Context: an optimization exercise on an open-source flow, tuned for small area. The choices shown serve that exercise and are no tape-out recipe. Only simulation tests tie the RTL to the original design; equivalence was not proved.

==> inputs of try-sierra <==
==> flow/design.v <==
module line_chain
#(
parameter N = 259
)
(
	input              clk,
	input              en,
	input  [7:0]       din,
	output [8*N-1:0]   q
);
reg [8*N-1:0] sr;
always @(posedge clk)
	if(en)
		sr <= {sr[8*N-9:0], din};
assign q = sr;
endmodule
module matrix_3x3
(
	input clk,
	input rst_n,
	input v0,               
	input v1,               
	input v2,               
	input [7:0] din,
	output [7:0] ta, output [7:0] tb, output [7:0] tc,
	output [7:0] ua, output [7:0] ub, output [7:0] uc,
	output [7:0] ra, output [7:0] rb, output [7:0] rc
);
reg [7:0] yr, y1, y2;
always @(posedge clk) begin
	yr <= din;
	y1 <= yr;
	y2 <= y1;
end
wire [8*256-1:0] l;
line_chain #(.N(256)) u_chain (
	.clk (clk),
	.en  (v2),
	.din (y2),
	.q   (l)
);
reg [6:0] col;
reg [3:0] row;
always @(posedge clk or negedge rst_n)
	if(!rst_n) begin
		col <= 7'd0;
		row <= 4'd0;
	end
	else if(v0) begin
		col <= col + 1'b1;
		if(col == 7'h7f)
			row <= row + 1'b1;
	end
wire c0 = (col == 7'd0);
wire c1 = (col == 7'd1);
wire r0 = (row == 4'd0);
wire r1 = (row == 4'd1);
wire [7:0] l125 = l[8*125 +: 8];
wire [7:0] l126 = l[8*126 +: 8];
wire [7:0] l127 = l[8*127 +: 8];
wire [7:0] l253 = l[8*253 +: 8];
wire [7:0] l254 = l[8*254 +: 8];
wire [7:0] l255 = l[8*255 +: 8];
wire [7:0] hu_c = v1 ? (v2 ? l125 : l126) : (v2 ? l126 : l127);
wire [7:0] hu_b = v2 ? l126 : l127;
wire [7:0] hu_a = l127;
wire [7:0] ht_c = v1 ? (v2 ? l253 : l254) : (v2 ? l254 : l255);
wire [7:0] ht_b = v2 ? l254 : l255;
wire [7:0] ht_a = l255;
wire [7:0] su_c = r0 ? yr : hu_c;
wire [7:0] su_b = r0 ? y1 : hu_b;
wire [7:0] su_a = r0 ? y2 : hu_a;
wire [7:0] st_c = r0 ? yr : r1 ? hu_c : ht_c;
wire [7:0] st_b = r0 ? y1 : r1 ? hu_b : ht_b;
wire [7:0] st_a = r0 ? y2 : r1 ? hu_a : ht_a;
wire ka = c0 | (c1 & v1);
assign rc = yr;
assign rb = c0 ? yr : y1;
assign ra = ka ? rb : y2;
assign uc = su_c;
assign ub = c0 ? su_c : su_b;
assign ua = ka ? ub : su_a;
assign tc = st_c;
assign tb = c0 ? st_c : st_b;
assign ta = ka ? tb : st_a;
endmodule
module rgb_to_ycbcr(
	input  [15:0] rgb565,
	output [7:0]  o_y_8b
);
wire [7:0] R0 = {rgb565[15:11], rgb565[13:11]};
wire [7:0] G0 = {rgb565[10: 5], rgb565[ 6: 5]};
wire [7:0] B0 = {rgb565[ 4: 0], rgb565[ 2: 0]};
wire [15:0] Y = R0 * 16'd77 + G0 * 16'd150 + B0 * 16'd29;
assign o_y_8b = Y[15:8];
endmodule
module sobel
#(
parameter U_COL = 128,
parameter U_ROW = 16,
parameter value = 120
)
(
	input clk,
	input rst_n,
	input cmos_frame_vsync,
	input cmos_frame_hsync,
	input cmos_frame_valid,
	input [15:0]cmos_frame_data,
	output sobel_vsync,
	output sobel_hsync,
	output sobel_de,
	output [15:0] sobel_data
);
wire [7:0] y;
rgb_to_ycbcr u0_rgb_to_ycbcr (
	.rgb565 (cmos_frame_data),
	.o_y_8b (y)
);
reg [6:0] de_r, hs_r, vs_r;
always @(posedge clk or negedge rst_n)
	if(!rst_n) begin
		de_r <= 7'd0;
		hs_r <= 7'd0;
		vs_r <= 7'd0;
	end
	else begin
		de_r <= {de_r[5:0], cmos_frame_valid};
		hs_r <= {hs_r[5:0], cmos_frame_hsync};
		vs_r <= {vs_r[5:0], cmos_frame_vsync};
	end
wire [7:0] ta, tb, tc, ua, ub, uc, ra, rb, rc;
matrix_3x3 u_matrix_3x3 (
	.clk   (clk),
	.rst_n (rst_n),
	.v0    (de_r[0]),
	.v1    (de_r[1]),
	.v2    (de_r[2]),
	.din   (y),
	.ta(ta), .tb(tb), .tc(tc),
	.ua(ua), .ub(ub), .uc(uc),
	.ra(ra), .rb(rb), .rc(rc)
);
wire [9:0] Gx1 = ta + {ua, 1'b0} + ra;
wire [9:0] Gx3 = tc + {uc, 1'b0} + rc;
wire [9:0] Gy1 = ta + {tb, 1'b0} + tc;
wire [9:0] Gy3 = ra + {rb, 1'b0} + rc;
wire [9:0] Gx = (Gx1 > Gx3) ? (Gx1 - Gx3) : (Gx3 - Gx1);
wire [9:0] Gy = (Gy1 > Gy3) ? (Gy1 - Gy3) : (Gy3 - Gy1);
wire [10:0] G = Gx + Gy;
wire edge_bit = (G > value);
reg [6:1] e_r;
always @(posedge clk)
	e_r <= {e_r[5:1], edge_bit};
assign sobel_de    = de_r[6];
assign sobel_hsync = hs_r[6];
assign sobel_vsync = vs_r[6];
assign sobel_data  = e_r[6] ? 16'h0000 : 16'hffff;
endmodule
==> flow/run.sh <==
#!/bin/bash
# synth_recipe.tcl (not shown) runs the flow's synth.tcl, then flattens the netlist and writes it again
# the make line also repeats each setting of config.mk as NAME=value (left out here)
make -C /OpenROAD-flow-scripts/flow DESIGN_CONFIG=/design/flow/config.mk WORK_HOME=/design/flow/orfs CLKGATE_MAP_FILE= SYNTH_SCRIPT=/design/flow/synth_recipe.tcl finish
==> flow/config.mk <==
export PLATFORM = sky130hd
export DESIGN_NAME = sobel
export DESIGN_NICKNAME = sobel
export VERILOG_FILES = /design/flow/design.v
export SDC_FILE = /design/flow/constraint.sdc
export NUM_CORES = 4
export LEC_CHECK = 0
export CAP_MARGIN = 20
export CORE_MARGIN = 2
export CORE_UTILIZATION = 45
export CTS_BUF_LIST = sky130_fd_sc_hd__clkbuf_8
export CTS_CLUSTER_SIZE = 24
export SLEW_MARGIN = 20
==> flow/constraint.sdc <==
create_clock -name core_clock -period 8.0 [get_ports {clk}]
set_input_delay 1.6000 -clock core_clock [delete_from_list [all_inputs] [get_ports {clk}]]
set_output_delay 1.6000 -clock core_clock [all_outputs]
set_load 0.01 [all_outputs]
==> try-raven (differences from try-sierra) <==
--- a/flow/config.mk
+++ b/flow/config.mk
@@ -9,5 +9,5 @@
 export CORE_MARGIN = 2
-export CORE_UTILIZATION = 45
-export CTS_BUF_LIST = sky130_fd_sc_hd__clkbuf_8
-export CTS_CLUSTER_SIZE = 24
+export CORE_UTILIZATION = 55
+export CTS_BUF_LIST = sky130_fd_sc_hd__clkbuf_4 sky130_fd_sc_hd__clkbuf_8
+export CTS_CLUSTER_SIZE = 16
 export SLEW_MARGIN = 20
==> summary of the runs <==
Of try-raven and try-sierra, try-sierra has the higher critical path depth (gap 2). Against try-sierra, the wire length of try-raven is larger by about 8%. Clock skew: try-raven is higher than try-sierra (9.8 ps). Of try-raven and try-sierra, try-raven has the higher utilization (gap 11 points). Between try-raven and try-sierra, the lower die area is in try-raven (gap 18%, measured against try-sierra). In try-sierra the hold slack is worse than in try-raven, by 30 ps. Of try-sierra and try-raven, try-raven has the higher via count (gap 1.9%, measured against try-raven).

-- static timing again, ports no longer ideal --
The flow's constraints put no driver on any port. The routed layouts listed below were extracted and timed again, unchanged, in two steps. Step 1, drivers: a clkbuf_16 drives clk and a buf_2 each remaining input, both assumed. Step 2 also shifts input and output timing later by t, the mid clock arrival at the registers, as if the neighbouring blocks saw the same clock. Three values: ideal, step 1, step 2; two values: the first two.
run | shift t [ns] | setup slack, ns | hold WS [ns] | worst slew at a driven data input, ns
try-sierra | 0.991 | 0.640 / 0.640 / 0.640 | 0.311 / 0.311 / 0.311 | 0.13
try-raven | 1.010 | 0.407 / 0.407 / 0.407 | 0.342 / 0.342 / 0.342 | 0.11
After both steps setup and hold are still met in every run listed.
